Context: an optimization exercise on an open-source flow, tuned for small area. The choices shown serve that exercise and are no tape-out recipe. The RTL was checked by simulation tests, not by an equivalence proof against the original design.

$ cat flow/flow/run.sh
#!/bin/bash
set -euo pipefail
bash standard.sh "BUFFER_PORTS_ARGS=-buffer_cell sky130_fd_sc_hd__buf_1" finish > make_finish.log 2>&1
$ cat flow/standard.sh
#!/bin/bash
# synth_recipe.tcl (not shown) runs the flow's synth.tcl, then flattens the netlist and writes it again
# the make line also repeats each setting of config.mk as NAME=value (left out here)
make -C /OpenROAD-flow-scripts/flow DESIGN_CONFIG=/design/flow/config.mk WORK_HOME=/design/flow/orfs CLKGATE_MAP_FILE= SYNTH_SCRIPT=/design/flow/synth_recipe.tcl "${@:-finish}"
$ cat flow/config.mk
export PLATFORM = sky130hd
export DESIGN_NAME = comparator_latch
export DESIGN_NICKNAME = comparator_latch
export VERILOG_FILES = /design/flow/design.v
export SDC_FILE = /design/flow/constraint.sdc
export NUM_CORES = 4
export LEC_CHECK = 0
export CAP_MARGIN = 20
export CORE_MARGIN = 2
export CORE_UTILIZATION = 40
export CTS_BUF_LIST = sky130_fd_sc_hd__clkbuf_2
export SLEW_MARGIN = 20
export SYNTH_HIERARCHICAL = 1
export SYNTH_MINIMUM_KEEP_SIZE = 0
$ cat flow/constraint.sdc
create_clock -name core_clock -period 26.0 [get_ports {clk}]
set_input_delay 5.2000 -clock core_clock [delete_from_list [all_inputs] [get_ports {clk}]]
set_output_delay 5.2000 -clock core_clock [all_outputs]
set_load 0.01 [all_outputs]
$ cat flow/design.v
module comparator_latch #
(
  parameter n_to_response_time = -1038,
  parameter p_to_response_time = -1020,
  parameter const_response_time = 1285,
  parameter n_to_tau = -1248,
  parameter p_to_tau = 1037,
  parameter const_tau = 1042,
  parameter n_to_response_time_lh = -1752,
  parameter p_to_response_time_lh = -1006,
  parameter const_response_time_lh = 1185,
  parameter n_to_tau_lh = 1131,
  parameter p_to_tau_lh = -1115,
  parameter const_tau_lh = 1529
)
(
  input clk,
  input reset,
  input sys_clk,
  input [15-1:0] n,
  input [15-1:0] p,
  output [35-1:0] out
);
  wire g0 = 8'd42 >> cnt;
  wire g1 = 8'd217 >> cnt;
  wire g2 = 8'd56 >> cnt;
  wire g3 = 8'd18 >> cnt;
  wire g4 = 8'd28 >> cnt;
  wire g5 = 8'd10 >> cnt;
  wire g6 = 8'd249 >> cnt;
  wire g7 = 8'd249 >> cnt;
  wire g8 = 8'd199 >> cnt;
  wire g9 = 8'd193 >> cnt;
  wire g10 = 8'd42 >> cnt;
  wire g11 = 8'd217 >> cnt;
  wire g12 = 8'd199 >> cnt;
  wire g13 = 8'd213 >> cnt;
  wire g14 = 8'd243 >> cnt;
  wire g15 = 8'd14 >> cnt;
  wire g16 = 8'd235 >> cnt;
  wire g17 = 8'd50 >> cnt;
  wire g18 = 8'd60 >> cnt;
  wire g19 = 8'd63 >> cnt;
  wire g20 = n[0] & ~n[3];
  wire g21 = (n[1] & ~n[4]) | (n[1] & g20) | (~n[4] & g20);
  wire g22 = (n[2] & ~n[5]) | (n[2] & g21) | (~n[5] & g21);
  wire g23 = (n[3] & ~n[6]) | (n[3] & g22) | (~n[6] & g22);
  wire g24 = (n[4] & ~n[7]) | (n[4] & g23) | (~n[7] & g23);
  wire g25, g26;
  cl_fa u_g25 (.a(n[5]), .b(g0), .c(g24), .s(g25), .co(g26));
  wire g27 = ~n[8] & g25;
  wire g28, g29;
  cl_fa u_g28 (.a(n[0]), .b(n[6]), .c(g1), .s(g28), .co(g29));
  wire g30, g31;
  cl_fa u_g30 (.a(g26), .b(g27), .c(g28), .s(g30), .co(g31));
  wire g32 = (~n[9] & ~p[6]) | (~n[9] & g30) | (~p[6] & g30);
  wire g33, g34;
  cl_fa u_g33 (.a(n[1]), .b(n[7]), .c(g2), .s(g33), .co(g34));
  wire g35, g36;
  cl_fa u_g35 (.a(g29), .b(g31), .c(g32), .s(g35), .co(g36));
  wire g37 = ~g33;
  wire g38, g39;
  cl_fa u_g38 (.a(n[10]), .b(p[7]), .c(g37), .s(g38), .co(g39));
  wire g40 = g35 & ~g38;
  wire g41, g42;
  cl_fa u_g41 (.a(n[11]), .b(p[8]), .c(g39), .s(g41), .co(g42));
  wire g43, g44;
  cl_fa u_g43 (.a(n[2]), .b(n[8]), .c(p[0]), .s(g43), .co(g44));
  wire g45, g46;
  cl_fa u_g45 (.a(g3), .b(g34), .c(g36), .s(g45), .co(g46));
  wire g47, g48;
  cl_fa u_g47 (.a(g40), .b(g43), .c(g45), .s(g47), .co(g48));
  wire g49 = ~g41 & g47;
  wire g50, g51;
  cl_fa u_g50 (.a(n[12]), .b(p[9]), .c(g42), .s(g50), .co(g51));
  wire g52, g53;
  cl_fa u_g52 (.a(n[3]), .b(n[9]), .c(p[1]), .s(g52), .co(g53));
  wire g54, g55;
  cl_fa u_g54 (.a(g4), .b(g44), .c(g46), .s(g54), .co(g55));
  wire g56, g57;
  cl_fa u_g56 (.a(g48), .b(g49), .c(g52), .s(g56), .co(g57));
  wire g58 = (~g50 & g54) | (~g50 & g56) | (g54 & g56);
  wire g59, g60;
  cl_fa u_g59 (.a(n[13]), .b(p[10]), .c(g51), .s(g59), .co(g60));
  wire g61, g62;
  cl_fa u_g61 (.a(n[4]), .b(n[10]), .c(p[2]), .s(g61), .co(g62));
  wire g63, g64;
  cl_fa u_g63 (.a(g5), .b(g53), .c(g55), .s(g63), .co(g64));
  wire g65, g66;
  cl_fa u_g65 (.a(g57), .b(g58), .c(g61), .s(g65), .co(g66));
  wire g67 = (~g59 & g63) | (~g59 & g65) | (g63 & g65);
  wire g68, g69;
  cl_fa u_g68 (.a(n[5]), .b(n[11]), .c(n[14]), .s(g68), .co(g69));
  wire g70, g71;
  cl_fa u_g70 (.a(p[3]), .b(g6), .c(g62), .s(g70), .co(g71));
  wire g72, g73;
  cl_fa u_g72 (.a(g64), .b(g66), .c(g67), .s(g72), .co(g73));
  wire g74, g75;
  cl_fa u_g74 (.a(g68), .b(g70), .c(g72), .s(g74), .co(g75));
  wire g76 = (~p[11] & ~g60) | (~p[11] & g74) | (~g60 & g74);
  wire g77, g78;
  cl_fa u_g77 (.a(n[6]), .b(n[12]), .c(p[4]), .s(g77), .co(g78));
  wire g79, g80;
  cl_fa u_g79 (.a(g7), .b(g69), .c(g71), .s(g79), .co(g80));
  wire g81, g82;
  cl_fa u_g81 (.a(g73), .b(g75), .c(g76), .s(g81), .co(g82));
  wire g83, g84;
  cl_fa u_g83 (.a(g77), .b(g79), .c(g81), .s(g83), .co(g84));
  wire g85 = ~p[12] & g83;
  wire g86, g87;
  cl_fa u_g86 (.a(n[7]), .b(n[13]), .c(p[5]), .s(g86), .co(g87));
  wire g88, g89;
  cl_fa u_g88 (.a(g8), .b(g78), .c(g80), .s(g88), .co(g89));
  wire g90, g91;
  cl_fa u_g90 (.a(g82), .b(g84), .c(g85), .s(g90), .co(g91));
  wire g92, g93;
  cl_fa u_g92 (.a(g86), .b(g88), .c(g90), .s(g92), .co(g93));
  wire g94 = ~p[13] & g92;
  wire g95, g96;
  cl_fa u_g95 (.a(n[8]), .b(p[6]), .c(p[14]), .s(g95), .co(g96));
  wire g97, g98;
  cl_fa u_g97 (.a(g9), .b(g87), .c(g89), .s(g97), .co(g98));
  wire g99, g100;
  cl_fa u_g99 (.a(g91), .b(g93), .c(g94), .s(g99), .co(g100));
  wire g101, g102;
  cl_fa u_g101 (.a(g95), .b(g97), .c(g99), .s(g101), .co(g102));
  wire g103 = ~n[14] & g101;
  wire g104, g105;
  cl_fa u_g104 (.a(n[9]), .b(p[7]), .c(g10), .s(g104), .co(g105));
  wire g106, g107;
  cl_fa u_g106 (.a(g96), .b(g98), .c(g100), .s(g106), .co(g107));
  wire g108, g109;
  cl_fa u_g108 (.a(g102), .b(g103), .c(g104), .s(g108), .co(g109));
  wire g110 = g106 & g108;
  wire g111, g112;
  cl_fa u_g111 (.a(n[10]), .b(p[8]), .c(g11), .s(g111), .co(g112));
  wire g113, g114;
  cl_fa u_g113 (.a(g105), .b(g107), .c(g109), .s(g113), .co(g114));
  wire g115 = (g110 & g111) | (g110 & g113) | (g111 & g113);
  wire g116, g117;
  cl_fa u_g116 (.a(n[11]), .b(p[9]), .c(g12), .s(g116), .co(g117));
  wire g118, g119;
  cl_fa u_g118 (.a(g112), .b(g114), .c(g115), .s(g118), .co(g119));
  wire g120 = g116 & g118;
  wire g121, g122;
  cl_fa u_g121 (.a(n[12]), .b(p[10]), .c(g13), .s(g121), .co(g122));
  wire g123, g124;
  cl_fa u_g123 (.a(g117), .b(g119), .c(g120), .s(g123), .co(g124));
  wire g125 = g121 & g123;
  wire g126, g127;
  cl_fa u_g126 (.a(n[13]), .b(p[11]), .c(g14), .s(g126), .co(g127));
  wire g128, g129;
  cl_fa u_g128 (.a(g122), .b(g124), .c(g125), .s(g128), .co(g129));
  wire g130 = g126 & g128;
  wire g131, g132;
  cl_fa u_g131 (.a(p[12]), .b(g15), .c(g127), .s(g131), .co(g132));
  wire g133, g134;
  cl_fa u_g133 (.a(g129), .b(g130), .c(g131), .s(g133), .co(g134));
  wire g135 = ~n[14] & g133;
  wire g136, g137;
  cl_fa u_g136 (.a(p[13]), .b(g16), .c(g132), .s(g136), .co(g137));
  wire g138 = (g134 & g135) | (g134 & g136) | (g135 & g136);
  wire g139, g140;
  cl_fa u_g139 (.a(g17), .b(g137), .c(g138), .s(g139), .co(g140));
  wire g141 = ~p[14] & g139;
  wire g142 = (g18 & g140) | (g18 & g141) | (g140 & g141);
  wire g143 = g19 ^ g142;
  wire g144 = ~g143;
  wire g145 = n[3] & n[5];
  wire g146, g147;
  cl_fa u_g146 (.a(n[4]), .b(n[6]), .c(g145), .s(g146), .co(g147));
  wire g148, g149;
  cl_fa u_g148 (.a(n[5]), .b(n[7]), .c(g147), .s(g148), .co(g149));
  wire g150, g151;
  cl_fa u_g150 (.a(n[6]), .b(n[8]), .c(g149), .s(g150), .co(g151));
  wire g152, g153;
  cl_fa u_g152 (.a(n[7]), .b(n[9]), .c(g151), .s(g152), .co(g153));
  wire g154, g155;
  cl_fa u_g154 (.a(n[8]), .b(n[10]), .c(g153), .s(g154), .co(g155));
  wire g156, g157;
  cl_fa u_g156 (.a(n[9]), .b(n[11]), .c(g155), .s(g156), .co(g157));
  wire g158, g159;
  cl_fa u_g158 (.a(n[10]), .b(n[12]), .c(g157), .s(g158), .co(g159));
  wire g160, g161;
  cl_fa u_g160 (.a(n[11]), .b(n[13]), .c(g159), .s(g160), .co(g161));
  wire g162 = ~n[14];
  wire g163, g164;
  cl_fa u_g163 (.a(n[12]), .b(g162), .c(g161), .s(g163), .co(g164));
  wire g165 = g163 ^ 1'b1;
  wire g166 = g163 & 1'b1;
  wire g167, g168;
  cl_fa u_g167 (.a(n[13]), .b(g164), .c(g166), .s(g167), .co(g168));
  wire g169 = g167 ^ 1'b1;
  wire g170 = g167 & 1'b1;
  wire g171, g172;
  cl_fa u_g171 (.a(g162), .b(g168), .c(g170), .s(g171), .co(g172));
  wire g173 = g172 ^ 1'b1;
  wire g174 = p[0] & p[3];
  wire g175, g176;
  cl_fa u_g175 (.a(p[1]), .b(p[4]), .c(g174), .s(g175), .co(g176));
  wire g177, g178;
  cl_fa u_g177 (.a(p[2]), .b(p[5]), .c(g176), .s(g177), .co(g178));
  wire g179, g180;
  cl_fa u_g179 (.a(p[3]), .b(p[6]), .c(g178), .s(g179), .co(g180));
  wire g181, g182;
  cl_fa u_g181 (.a(p[4]), .b(p[7]), .c(g180), .s(g181), .co(g182));
  wire g183, g184;
  cl_fa u_g183 (.a(p[5]), .b(p[8]), .c(g182), .s(g183), .co(g184));
  wire g185, g186;
  cl_fa u_g185 (.a(p[6]), .b(p[9]), .c(g184), .s(g185), .co(g186));
  wire g187, g188;
  cl_fa u_g187 (.a(p[7]), .b(p[10]), .c(g186), .s(g187), .co(g188));
  wire g189 = ~p[11];
  wire g190, g191;
  cl_fa u_g190 (.a(p[8]), .b(g189), .c(g188), .s(g190), .co(g191));
  wire g192 = g190 ^ 1'b1;
  wire g193 = g190 & 1'b1;
  wire g194, g195;
  cl_fa u_g194 (.a(p[9]), .b(g191), .c(g193), .s(g194), .co(g195));
  wire g196 = g194 ^ 1'b1;
  wire g197 = g194 & 1'b1;
  wire g198, g199;
  cl_fa u_g198 (.a(p[10]), .b(g195), .c(g197), .s(g198), .co(g199));
  wire g200 = g198 ^ 1'b1;
  wire g201 = g198 & 1'b1;
  wire g202, g203;
  cl_fa u_g202 (.a(g189), .b(g199), .c(g201), .s(g202), .co(g203));
  wire g204 = g203 ^ 1'b1;
  wire g205 = g148 ^ g175;
  wire g206 = g148 & g175;
  wire g207, g208;
  cl_fa u_g207 (.a(n[3]), .b(g150), .c(g177), .s(g207), .co(g208));
  wire g209 = g206 ^ g207;
  wire g210 = g206 & g207;
  wire g211, g212;
  cl_fa u_g211 (.a(n[4]), .b(g152), .c(g179), .s(g211), .co(g212));
  wire g213, g214;
  cl_fa u_g213 (.a(g208), .b(g210), .c(g211), .s(g213), .co(g214));
  wire g215, g216;
  cl_fa u_g215 (.a(n[5]), .b(g154), .c(g181), .s(g215), .co(g216));
  wire g217, g218;
  cl_fa u_g217 (.a(g212), .b(g214), .c(g215), .s(g217), .co(g218));
  wire g219, g220;
  cl_fa u_g219 (.a(n[6]), .b(g156), .c(g183), .s(g219), .co(g220));
  wire g221, g222;
  cl_fa u_g221 (.a(g216), .b(g218), .c(g219), .s(g221), .co(g222));
  wire g223 = ~(~n[3] ^ g221);
  wire g224 = ~n[3] | g221;
  wire g225, g226;
  cl_fa u_g225 (.a(n[7]), .b(g158), .c(g185), .s(g225), .co(g226));
  wire g227, g228;
  cl_fa u_g227 (.a(g220), .b(g222), .c(g224), .s(g227), .co(g228));
  wire g229 = ~g225;
  wire g230, g231;
  cl_fa u_g230 (.a(n[4]), .b(p[0]), .c(g229), .s(g230), .co(g231));
  wire g232 = g227 ^ ~g230;
  wire g233 = g227 & ~g230;
  wire g234, g235;
  cl_fa u_g234 (.a(n[5]), .b(p[1]), .c(g231), .s(g234), .co(g235));
  wire g236, g237;
  cl_fa u_g236 (.a(n[8]), .b(g160), .c(g187), .s(g236), .co(g237));
  wire g238, g239;
  cl_fa u_g238 (.a(g226), .b(g228), .c(g233), .s(g238), .co(g239));
  wire g240 = ~g234;
  wire g241, g242;
  cl_fa u_g241 (.a(g240), .b(g236), .c(g238), .s(g241), .co(g242));
  wire g243 = g241 ^ 1'b1;
  wire g244 = g241 & 1'b1;
  wire g245, g246;
  cl_fa u_g245 (.a(n[6]), .b(p[2]), .c(g235), .s(g245), .co(g246));
  wire g247, g248;
  cl_fa u_g247 (.a(n[9]), .b(g165), .c(g192), .s(g247), .co(g248));
  wire g249, g250;
  cl_fa u_g249 (.a(g237), .b(g239), .c(g242), .s(g249), .co(g250));
  wire g251, g252;
  cl_fa u_g251 (.a(g244), .b(g247), .c(g249), .s(g251), .co(g252));
  wire g253 = ~g245 ^ g251;
  wire g254 = ~g245 & g251;
  wire g255, g256;
  cl_fa u_g255 (.a(n[7]), .b(p[3]), .c(g246), .s(g255), .co(g256));
  wire g257, g258;
  cl_fa u_g257 (.a(n[10]), .b(g169), .c(g196), .s(g257), .co(g258));
  wire g259, g260;
  cl_fa u_g259 (.a(g248), .b(g250), .c(g252), .s(g259), .co(g260));
  wire g261, g262;
  cl_fa u_g261 (.a(g254), .b(g257), .c(g259), .s(g261), .co(g262));
  wire g263 = ~g255 ^ g261;
  wire g264 = ~g255 & g261;
  wire g265, g266;
  cl_fa u_g265 (.a(n[8]), .b(p[4]), .c(g256), .s(g265), .co(g266));
  wire g267, g268;
  cl_fa u_g267 (.a(n[11]), .b(g171), .c(g200), .s(g267), .co(g268));
  wire g269, g270;
  cl_fa u_g269 (.a(g258), .b(g260), .c(g262), .s(g269), .co(g270));
  wire g271, g272;
  cl_fa u_g271 (.a(g264), .b(g267), .c(g269), .s(g271), .co(g272));
  wire g273 = ~g265 ^ g271;
  wire g274 = ~g265 & g271;
  wire g275, g276;
  cl_fa u_g275 (.a(n[9]), .b(g173), .c(p[5]), .s(g275), .co(g276));
  wire g277, g278;
  cl_fa u_g277 (.a(n[12]), .b(g202), .c(g268), .s(g277), .co(g278));
  wire g279, g280;
  cl_fa u_g279 (.a(g270), .b(g272), .c(g274), .s(g279), .co(g280));
  wire g281 = ~g277;
  wire g282, g283;
  cl_fa u_g282 (.a(g266), .b(g275), .c(g281), .s(g282), .co(g283));
  wire g284 = g279 ^ ~g282;
  wire g285 = g279 & ~g282;
  wire g286, g287;
  cl_fa u_g286 (.a(n[10]), .b(p[6]), .c(g204), .s(g286), .co(g287));
  wire g288, g289;
  cl_fa u_g288 (.a(g276), .b(g283), .c(g286), .s(g288), .co(g289));
  wire g290, g291;
  cl_fa u_g290 (.a(n[13]), .b(g278), .c(g280), .s(g290), .co(g291));
  wire g292 = ~g288;
  wire g293, g294;
  cl_fa u_g293 (.a(g285), .b(g292), .c(g290), .s(g293), .co(g294));
  wire g295 = g293 ^ 1'b1;
  wire g296 = g293 & 1'b1;
  wire g297, g298;
  cl_fa u_g297 (.a(n[11]), .b(n[14]), .c(p[7]), .s(g297), .co(g298));
  wire g299, g300;
  cl_fa u_g299 (.a(g287), .b(g289), .c(g297), .s(g299), .co(g300));
  wire g301, g302;
  cl_fa u_g301 (.a(g291), .b(g294), .c(g296), .s(g301), .co(g302));
  wire g303 = ~(~g299 ^ g301);
  wire g304 = ~g299 | g301;
  wire g305, g306;
  cl_fa u_g305 (.a(n[12]), .b(p[8]), .c(g298), .s(g305), .co(g306));
  wire g307 = ~g300;
  wire g308, g309;
  cl_fa u_g308 (.a(g307), .b(g302), .c(g304), .s(g308), .co(g309));
  wire g310 = ~(~g305 ^ g308);
  wire g311 = ~g305 | g308;
  wire g312, g313;
  cl_fa u_g312 (.a(n[13]), .b(p[9]), .c(g306), .s(g312), .co(g313));
  wire g314 = ~g312;
  wire g315, g316;
  cl_fa u_g315 (.a(g309), .b(g311), .c(g314), .s(g315), .co(g316));
  wire g317 = g315 ^ 1'b1;
  wire g318 = g315 & 1'b1;
  wire g319, g320;
  cl_fa u_g319 (.a(n[14]), .b(g316), .c(g318), .s(g319), .co(g320));
  wire g321 = ~g319;
  wire g322, g323;
  cl_fa u_g322 (.a(p[10]), .b(g313), .c(g321), .s(g322), .co(g323));
  wire g324 = ~g322 ^ 1'b1;
  wire g325 = ~g322 & 1'b1;
  wire g326, g327;
  cl_fa u_g326 (.a(p[11]), .b(g320), .c(g325), .s(g326), .co(g327));
  wire g328 = ~g323 ^ g326;
  wire g329 = ~g323 & g326;
  wire g330 = ~(g327 ^ g329);
  wire g331 = g327 | g329;
  wire g332 = g331 ^ 1'b1;
  wire g333 = ~g146 | 1'b1;
  wire g334 = ~g205 | g333;
  wire g335 = ~g209 | g334;
  wire g336 = ~g213 | g335;
  wire g337 = ~g217 | g336;
  wire g338 = ~g223 | g337;
  wire g339 = ~g232 | g338;
  wire g340 = ~g243 | g339;
  wire g341 = ~g253 | g340;
  wire g342 = ~g263 | g341;
  wire g343 = ~g273 | g342;
  wire g344 = ~g284 | g343;
  wire g345 = ~g295 | g344;
  wire g346 = ~g303 | g345;
  wire g347 = ~g310 | g346;
  wire g348 = ~g317 | g347;
  wire g349 = ~g324 | g348;
  wire g350 = ~g328 | g349;
  wire g351 = ~g330 | g350;
  wire g352 = ~~g332 & g351;
  wire g353 = ~g352;
  wire g354 = ~g146 & 1'b1;
  wire g355 = ~g205 | g354;
  wire g356 = ~g209 | g355;
  wire g357 = ~g213 & g356;
  wire g358 = ~g217 & g357;
  wire g359 = ~g223 | g358;
  wire g360 = ~g232 | g359;
  wire g361 = ~g243 | g360;
  wire g362 = ~g253 | g361;
  wire g363 = ~g263 | g362;
  wire g364 = ~g273 & g363;
  wire g365 = ~g284 | g364;
  wire g366 = ~g295 | g365;
  wire g367 = ~g303 & g366;
  wire g368 = ~g310 | g367;
  wire g369 = ~g317 | g368;
  wire g370 = ~g324 & g369;
  wire g371 = ~g328 & g370;
  wire g372 = ~g330 & g371;
  wire g373 = ~~g332 | g372;
  wire g374 = ~g373;
  wire g375 = ~g146 | 1'b1;
  wire g376 = ~g205 & g375;
  wire g377 = ~g209 | g376;
  wire g378 = ~g213 | g377;
  wire g379 = ~g217 & g378;
  wire g380 = ~g223 & g379;
  wire g381 = ~g232 | g380;
  wire g382 = ~g243 | g381;
  wire g383 = ~g253 | g382;
  wire g384 = ~g263 | g383;
  wire g385 = ~g273 | g384;
  wire g386 = ~g284 & g385;
  wire g387 = ~g295 | g386;
  wire g388 = ~g303 | g387;
  wire g389 = ~g310 & g388;
  wire g390 = ~g317 | g389;
  wire g391 = ~g324 | g390;
  wire g392 = ~g328 & g391;
  wire g393 = ~g330 & g392;
  wire g394 = ~~g332 | g393;
  wire g395 = ~g394;
  wire g396 = ~g146 & 1'b1;
  wire g397 = ~g205 & g396;
  wire g398 = ~g209 | g397;
  wire g399 = ~g213 & g398;
  wire g400 = ~g217 | g399;
  wire g401 = ~g223 | g400;
  wire g402 = ~g232 & g401;
  wire g403 = ~g243 | g402;
  wire g404 = ~g253 | g403;
  wire g405 = ~g263 | g404;
  wire g406 = ~g273 & g405;
  wire g407 = ~g284 & g406;
  wire g408 = ~g295 | g407;
  wire g409 = ~g303 & g408;
  wire g410 = ~g310 & g409;
  wire g411 = ~g317 | g410;
  wire g412 = ~g324 & g411;
  wire g413 = ~g328 | g412;
  wire g414 = ~g330 & g413;
  wire g415 = ~~g332 | g414;
  wire g416 = ~g415;
  wire g417 = ~g146 | 1'b1;
  wire g418 = ~g205 | g417;
  wire g419 = ~g209 & g418;
  wire g420 = ~g213 | g419;
  wire g421 = ~g217 | g420;
  wire g422 = ~g223 & g421;
  wire g423 = ~g232 & g422;
  wire g424 = ~g243 | g423;
  wire g425 = ~g253 | g424;
  wire g426 = ~g263 | g425;
  wire g427 = ~g273 | g426;
  wire g428 = ~g284 | g427;
  wire g429 = ~g295 & g428;
  wire g430 = ~g303 | g429;
  wire g431 = ~g310 | g430;
  wire g432 = ~g317 & g431;
  wire g433 = ~g324 | g432;
  wire g434 = ~g328 | g433;
  wire g435 = ~g330 & g434;
  wire g436 = ~~g332 | g435;
  wire g437 = ~g436;
  wire g438 = ~g146 | 1'b1;
  wire g439 = ~g205 & g438;
  wire g440 = ~g209 & g439;
  wire g441 = ~g213 | g440;
  wire g442 = ~g217 | g441;
  wire g443 = ~g223 & g442;
  wire g444 = ~g232 & g443;
  wire g445 = ~g243 & g444;
  wire g446 = ~g253 & g445;
  wire g447 = ~g263 & g446;
  wire g448 = ~g273 | g447;
  wire g449 = ~g284 & g448;
  wire g450 = ~g295 & g449;
  wire g451 = ~g303 | g450;
  wire g452 = ~g310 & g451;
  wire g453 = ~g317 & g452;
  wire g454 = ~g324 | g453;
  wire g455 = ~g328 | g454;
  wire g456 = ~g330 | g455;
  wire g457 = ~~g332 & g456;
  wire g458 = ~g457;
  wire g459 = (cnt == 3'd1) ? ((g353 & ~g374) | g437) : (cnt == 3'd2) ? ((g353 & ~g395) | g437) : (cnt == 3'd3) ? (~g458 | (g353 & ~g416) | g437) : (cnt != 3'd0);
  wire g460 = (n[0] & ~p[0]) | (~(n[0] ^ p[0]) & 1'b0);
  wire g461 = (n[1] & ~p[1]) | (~(n[1] ^ p[1]) & g460);
  wire g462 = (n[2] & ~p[2]) | (~(n[2] ^ p[2]) & g461);
  wire g463 = (n[3] & ~p[3]) | (~(n[3] ^ p[3]) & g462);
  wire g464 = (n[4] & ~p[4]) | (~(n[4] ^ p[4]) & g463);
  wire g465 = (n[5] & ~p[5]) | (~(n[5] ^ p[5]) & g464);
  wire g466 = (n[6] & ~p[6]) | (~(n[6] ^ p[6]) & g465);
  wire g467 = (n[7] & ~p[7]) | (~(n[7] ^ p[7]) & g466);
  wire g468 = (n[8] & ~p[8]) | (~(n[8] ^ p[8]) & g467);
  wire g469 = (n[9] & ~p[9]) | (~(n[9] ^ p[9]) & g468);
  wire g470 = (n[10] & ~p[10]) | (~(n[10] ^ p[10]) & g469);
  wire g471 = (n[11] & ~p[11]) | (~(n[11] ^ p[11]) & g470);
  wire g472 = (n[12] & ~p[12]) | (~(n[12] ^ p[12]) & g471);
  wire g473 = (n[13] & ~p[13]) | (~(n[13] ^ p[13]) & g472);
  wire g474 = (n[14] & ~p[14]) | (~(n[14] ^ p[14]) & g473);
  wire done1 = g144;
  wire done2 = g459;
  wire n_gt_p = g474;
  reg [2:0] fsm;
  reg [2:0] cnt;
  reg prev_sys_clk;
  reg is_r;
  wire start = ~prev_sys_clk & sys_clk & n_gt_p & (~n[14] | (n[13:0] == 14'd0));
  always @(posedge clk) prev_sys_clk <= sys_clk;
  always @(posedge clk) begin
    if (reset) begin
      fsm <= 3'd0;
      cnt <= 3'd0;
      is_r <= 1'b1;
    end else begin
      is_r <= 1'b0;
      case (fsm)
        3'd0: if (start) fsm <= 3'd1;
        3'd1: begin
          cnt <= done1 ? 3'd0 : cnt + 3'd1;
          if (done1) fsm <= 3'd2;
        end
        3'd2: if (prev_sys_clk & ~sys_clk) fsm <= 3'd3;
        3'd3: begin
          cnt <= done2 ? 3'd0 : cnt + 3'd1;
          if (done2) fsm <= 3'd4;
        end
        default: ;
      endcase
    end
  end
  wire nz = ~((fsm == 3'd4) | ((fsm == 3'd3) & (cnt != 3'd0)));
  assign out = {1'b0, 1'b0, 1'b0, nz, nz, 1'b0, nz, 1'b0, 1'b0, nz, nz, 1'b0, 1'b0, is_r, is_r, 1'b0, 1'b0, is_r, is_r, 1'b0, 1'b0, is_r, is_r, 1'b0, 1'b0, is_r, is_r, 1'b0, 1'b0, is_r, is_r, 1'b0, 1'b0, is_r, is_r};
endmodule
module cl_fa(input a, input b, input c, output s, output co);
  assign s = a ^ b ^ c;
  assign co = (a & b) | (a & c) | (b & c);
endmodule
==> results of run 1 <==
placed cells by master, fill, tap and decap left out, types with 4 or more instances in the layout:
cell type | Yosys | layout
a311oi_1 | 4 | 4
buf_1 | 0 | 49
nand2_1 | 17 | 17
inv_1 | 69 | 69
dfxtp_1 | 8 | 8
and2_1 | 6 | 6
o21ai_0 | 11 | 11
nor4_1 | 4 | 4
a21oi_1 | 8 | 8
fa_1 | 115 | 115
conb_1 | 1 | 18
nor2_1 | 15 | 15
buf_4 | 35 | 4
nor2b_1 | 10 | 10
nor3_1 | 4 | 4
nand2b_1 | 5 | 5
maj3_1 | 9 | 9
nand3_1 | 6 | 6
ha_1 | 36 | 36
cells by family after synthesis:
kind of cell    share of synthesized area [%]
fa+ha+maj                                64.1
flops                                    3.61
xor+xnor                                0.197
compound gates                           9.65
simple gates                             10.2
buf+inv                                  12.2
other cells                            0.0845
synthesized netlist by cell type (4+ instances only):
cell	number	area share [%]
a21oi_1	8	0.90
a311oi_1	4	0.79
and2_1	6	0.85
buf_4	35	5.9
clkbuf_1	4	0.34
dfxtp_1	8	3.6
fa_1	115	52
ha_1	36	10
inv_1	69	5.8
maj3_1	9	2.0
nand2_1	17	1.4
nand2b_1	5	0.71
nand3_1	6	0.68
nor2_1	15	1.3
nor2b_1	10	1.4
nor3_1	4	0.45
nor4_1	4	0.56
o21ai_0	11	1.2
path summary, 6_finish.rpt:
path | to | slack [ns] | cells past startpoint
worst max-delay path | cnt[2] | 4.14 | 51
worst min-delay path | fsm[0] | 0.66 | 2
worst max register to register | cnt[2] | 9.26 | 47
worst min register to register | fsm[0] | 0.66 | 2
sequential cells by signal, summed over array words and instances (netlist names):
register and flops:
cnt 3, is_r 1, prev_sys_clk 1, fsm 3
modules after synthesis, one instance, submodules excluded:
module            cells  area (µm²)  flops+latches  times used
cl_fa                 1        20.0              0         115
comparator_latch    306        2130              8           1
critical path: cells and delay by family:
family / cells / cell delay, ns
xor gates and xnor gates: 1 / 0.30
and+or+nand+nor: 12 / 2.00
adders and majority gates: 31 / 13.29
buffers and inverters: 2 / 0.54
AOI/OAI and AO/OA: 5 / 0.70
area by class of cell:
class | count | area, µm²
tap | 140 | 175
fill | 1069 | 6210
inverter | 70 | 263
sequential | 8 | 160
timing repair buffer | 53 | 214
multi-input combinational | 321 | 3800
clock buffer | 3 | 15.0
metal layers:
metal / GRT usage (%) / up-vias
li1: - / 1400
met1: 27.3 / 1622
met2: 32.1 / 92
met3: 1.19 / 4
met4: 1.99 / 0
met5: 0 / -
per-stage QoR:
step | std cells | area (µm²) | worst slack (ns)
6_report | 595 | 4630 | 4.14
3_5_place_dp | 592 | 4610 | 3.79
5_1_grt | 595 | 4630 | 3.17
4_1_cts | 595 | 4630 | 3.99
2_1_floorplan | 438 | 4500 | 5.02
3_3_place_gp | 592 | 4610 | 4.04
==> flow_summary.json, run 1 <==
{
  "min_period_ns": 21.86,
  "slowest_delay_ns": 0.51,
  "wl_met2_um": 4910,
  "fin_skew_ns": 0.0131,
  "critical_path.startpoint": "n[4]",
  "die_area_um2": 12000,
  "die_w_um": 109,
  "cts_made_buffers": 3,
  "worstReg2RegStart": "cnt[0]",
  "start_util_pct": 40.9,
  "cts_tree": "done",
  "grt_usage_pct": 18.8,
  "area_growth_syn_to_layout_pct": 4.29,
  "m1WireLength_um": 4510,
  "clock-root-buffer": "clkbuf_2",
  "vias": 3118,
  "synth.avg_cell_area_um2": 10.5,
  "hold_path_class": "reg -> reg",
  "detail-route-antenna-nets": 0,
  "final_util_pct": 42.7,
  "clk_path_buf_depth": 2,
  "status": "no timing/DRC/antenna violations",
  "yosys_warnings": 7,
  "drive_gt1_share_pct": 2.42,
  "worst_slew_pin_slew_ns": 0.844,
  "start_kind": "primary input",
  "drt-pass1-iter-count": 4,
  "critPathSlowestCell": "fa_1",
  "required_ns": 26.19,
  "ios": 68,
  "gr-total-overflow": 0,
  "syn_inst": 421,
  "finalNetCount": 641,
  "hold_violations": 0,
  "fin_crit_sh_pct": 84.1,
  "critical_path_class": "in -> reg",
  "clk_pin_slew_ns": 0.08,
  "critPathArrivalTime_ns": 22.05,
  "grt_pass1_vias": 3324,
  "design.core.area_um2": 10800,
  "ys_async_sr_fraction_pct": 0,
  "setup_tns_ns": 0,
  "n_antenna_cell": 0,
  "max_freq_mhz": 45.7,
  "routed_via_density": 5.24,
  "drcViolationCount": 0,
  "crit_fanout": 8,
  "hpwl_um": 8530,
  "htree_levels": 1,
  "cts_setup_buffers": 0,
  "grt_antenna_before_repair": 0,
  "hp-start": "fsm[0]",
  "slew_violations": 0,
  "die_y_um": 109,
  "postCtsHoldBufs": 0,
  "synth-edff-count": 0,
  "rsz0062_at_grt": "false",
  "grt_pass1_wl_um": 17200,
  "wl_per_cell_um": 16.7,
  "drv_cap": 0,
  "portBuffers": 49,
  "ys_ff_latch": 8,
  "clock_latency_ns": 0.25,
  "synth_cell_types": 51,
  "hold_slack_ns": 0.655,
  "gp_congestion": 0.854,
  "rows": 38,
  "cp-end-kind": "flop",
  "cp_common_cell": "fa_1",
  "synth-main-ff-cell": "dfxtp_1",
  "setup_viol": 0,
  "grt_max_degree": 16,
  "wl_met3_um": 469,
  "top_layer": "met4",
  "ctsResizeCount": 0,
  "max_slew_margin_pct": 43.7,
  "netlist_area_um2": 4440,
  "cts_num_sinks": 8,
  "drt_iter0_markers": 110,
  "drt-total-wl_um": 9940,
  "seq_area_frac_synth_pct": 3.61
}
==> run 2, diff against run 1 <==
==> flow/run.sh (new file) <==
#!/bin/bash
# synth_recipe.tcl (not shown) runs the flow's synth.tcl, then flattens the netlist and writes it again
# the make line also repeats each setting of config.mk as NAME=value (left out here)
make -C /OpenROAD-flow-scripts/flow DESIGN_CONFIG=/design/flow/config.mk WORK_HOME=/design/flow/orfs CLKGATE_MAP_FILE= SYNTH_SCRIPT=/design/flow/synth_recipe.tcl finish
removed: flow/flow/run.sh
removed: flow/standard.sh
==> run 2 against run 1 <==
Register-to-register slack hardly changed. Via count is 1.3% lower. Die area stayed put. First-iteration DRC count is 30% higher. Critical path depth stayed put. Hold slack worse by 0.038 ns. Cell area is 6.1% higher. Worst setup slack worse by 0.37 ns. Non-clock buffer count is 3 lower. Utilization is 2.6 points higher. Synthesized area stayed put. Sequential share of layout area is 0.20 points lower. Critical endpoint unchanged.
==> flow_summary.json, run 2 <==
{
  "die_w_um": 109,
  "worst_slew_pin_slew_ns": 0.756,
  "hold_violations": 0,
  "reg2reg_slack_ns": 9.25,
  "die_y_um": 109,
  "ff2ff_path_depth": 47,
  "drt-total-wl_um": 10000,
  "fillers": 1046,
  "clk_path_buf_depth": 2,
  "start_util_pct": 40.9,
  "mostFrequentLayoutCells": "115 x fa_1, 69 x inv_1, 49 x clkdlybuf4s50_1",
  "min_period_ns": 22.23,
  "yosysTopAreaCell": "fa_1",
  "required_ns": 26.20,
  "drt-pass1-iter-count": 4,
  "grt_pass1_wl_um": 16900,
  "drive_gt1_share_pct": 1.77,
  "yosysMostFrequentCell": "fa_1",
  "fin_skew_ns": 0.0131,
  "layout_commonest_cell": "fa_1",
  "rsz0062_at_grt": "false",
  "pre_cts_ws_ns": 3.43,
  "synth_top_area_share_pct": 51.9,
  "grt_max_degree": 16,
  "cts_tree": "done",
  "ys_ff_latch": 8,
  "cts_setup_buffers": 0,
  "gp_congestion": 0.858,
  "fin_crit_sh_pct": 85.5,
  "cp-end-kind": "flop",
  "grt_pass1_vias": 3262,
  "critPathSlowestCell": "clkdlybuf4s50_1",
  "syn_inst": 421,
  "synth-edff-count": 0,
  "crit_fanout": 8,
  "netlist_area_um2": 4440,
  "n_antenna_cell": 0,
  "hpwl_um": 8630,
  "ios": 68,
  "slew_violations": 0,
  "clock_latency_ns": 0.25,
  "ctsResizeCount": 0,
  "synth-main-ff-cell": "dfxtp_1",
  "slowest_delay_ns": 0.76,
  "setup_viol": 0,
  "drv_cap": 0,
  "worst_slack_ns": 3.77,
  "hold_path_class": "reg -> reg",
  "rows": 38,
  "cp_common_cell": "fa_1",
  "cts_num_sinks": 8,
  "clock-root-buffer": "clkbuf_2",
  "max_slew_margin_pct": 49.4,
  "synthTopCellsByCount": "115 x fa_1, 69 x inv_1, 36 x ha_1",
  "yosys-top-cells-area": "fa_1 52%, ha_1 10%, buf_4 5.9%",
  "min_path_cells": 2,
  "wl_per_cell_um": 16.9,
  "clk_pin_slew_ns": 0.09,
  "portBuffers": 49,
  "critPathArrivalTime_ns": 22.42,
  "drt_iter0_markers": 143,
  "detail-route-antenna-nets": 0,
  "gr-total-overflow": 0,
  "yosys_warnings": 7,
  "htree_levels": 1,
  "fin_cells": 592,
  "max_freq_mhz": 45.0,
  "synth_cell_types": 51,
  "whs_endpoint": "fsm[0]",
  "ys_async_sr_fraction_pct": 0,
  "r2r-end": "cnt[2]",
  "hp-start": "fsm[0]",
  "grt_usage_pct": 18.7,
  "top_regs": "cnt (3), fsm (3)",
  "cts_made_buffers": 3,
  "postCtsHoldBufs": 0,
  "drcViolationCount": 0,
  "dp.cells": 589,
  "start_kind": "primary input",
  "setup_tns_ns": 0,
  "vias": 3078,
  "area_growth_syn_to_layout_pct": 10.7,
  "die_area_um2": 12000,
  "seq_area_frac_synth_pct": 3.61,
  "status": "no timing/DRC/antenna violations",
  "critical_path_class": "in -> reg",
  "grt_antenna_before_repair": 0,
  "design.core.area_um2": 10800,
  "finalNetCount": 638,
  "routed_via_density": 5.20,
  "synth.avg_cell_area_um2": 10.5,
  "worstReg2RegStart": "cnt[0]"
}
[run 2: cell counts after synthesis]
No cell type changed its count.
[run 2: kinds of logic after synthesis]
| group | synth area share (%) |
|---|---|
| flip-flops | 3.61 |
| other | 0.0845 |
| adder cells (fa/ha/maj) | 64.1 |
| AO/OA/AOI/OAI | 9.65 |
| XOR/XNOR | 0.197 |
| buffers and inverters | 12.2 |
| AND/OR/NAND/NOR | 10.2 |
[run 2: how the worst max path moves through the flow]
stage          startpoint     end  slack [ns]  cells past startpoint
2_1_floorplan        n[0]  cnt[2]        5.02                     50
3_3_place_gp         n[4]  cnt[2]        3.69                     51
3_5_place_dp         n[4]  cnt[1]        3.43                     51
4_1_cts              n[4]  cnt[1]        3.63                     51
5_1_grt              n[4]  cnt[2]        2.99                     51
6_report             n[4]  cnt[2]        3.77                     51
[run 2: critical path: cells and delay by family]
kind	cells	cell delay (ns)
adders and majority gates	31	13.33
and+or+nand+nor	12	2.03
buffers and inverters	2	0.86
AOI/OAI and AO/OA	5	0.69
xor gates and xnor gates	1	0.31
[run 2: area by class of cell]
cell class	instances	area, µm²	area share (%)
clock buffers	3	15.0	0.306
inverters	70	263	5.35
repair buffers	50	498	10.1
multi-input cells	321	3800	77.4
flip-flops and latches	8	160	3.26
well taps	140	175	3.57
[run 2: per-layer routing]
metal	routed length (µm)	up-vias	GRT usage, %
met5	0	-	0
li1	-	1397	-
met3	802	5	1.54
met1	4230	1559	26.7
met4	42	0	1.63
met2	4940	117	32.5
[run 2: stage by stage]
step                      cell area, µm²  hold slack (ns)  utilization (%)
after detailed placement            4900            0.617             45.2
after CTS                           4910            0.628             45.3
after floorplan                     4500            0.596                -
after global placement              4900            0.612             45.2
final                               4910            0.617             45.3
after global routing                4910            0.674             45.3
[run 2: per-module statistics from Yosys (local to each module, per instance)]
module / flops+latches / area (µm²) / cells / copies in the design
comparator_latch: 8 / 2130 / 306 / 1
cl_fa: 0 / 20.0 / 1 / 115

-- what the ideal ports hide --
The flow's constraints put no driver on any port. The routed layouts listed below were extracted and timed again, unchanged, in two steps. Step 1 sets driving cells, clkbuf_16 on the clock port and buf_2 on the other inputs (assumed; they add their load-dependent delay and slew). Step 2 times the ports against the registers' clock, not the clock port: input delays grow and output delays shrink by t, the midpoint of the rising clock arrivals with the driver on. a / b / c = ideal / step 1 / step 2; a / b = the first two.
| run | t (ns) | slack for setup (ns) | worst data-port slew with drivers (ns) | cell pins on the clock port's net |
|---|---|---|---|---|
| run 1 | 0.258 | 4.142 / 4.132 / 3.874 | 0.03 | 1 |
| run 2 | 0.262 | 3.774 / 3.762 / 3.501 | 0.04 | 1 |
After both steps setup and hold are still met in every run listed. For run 2, which loses most, drivers alone change the setup slack by -0.012 ns; drivers and shift together by -0.273 ns.
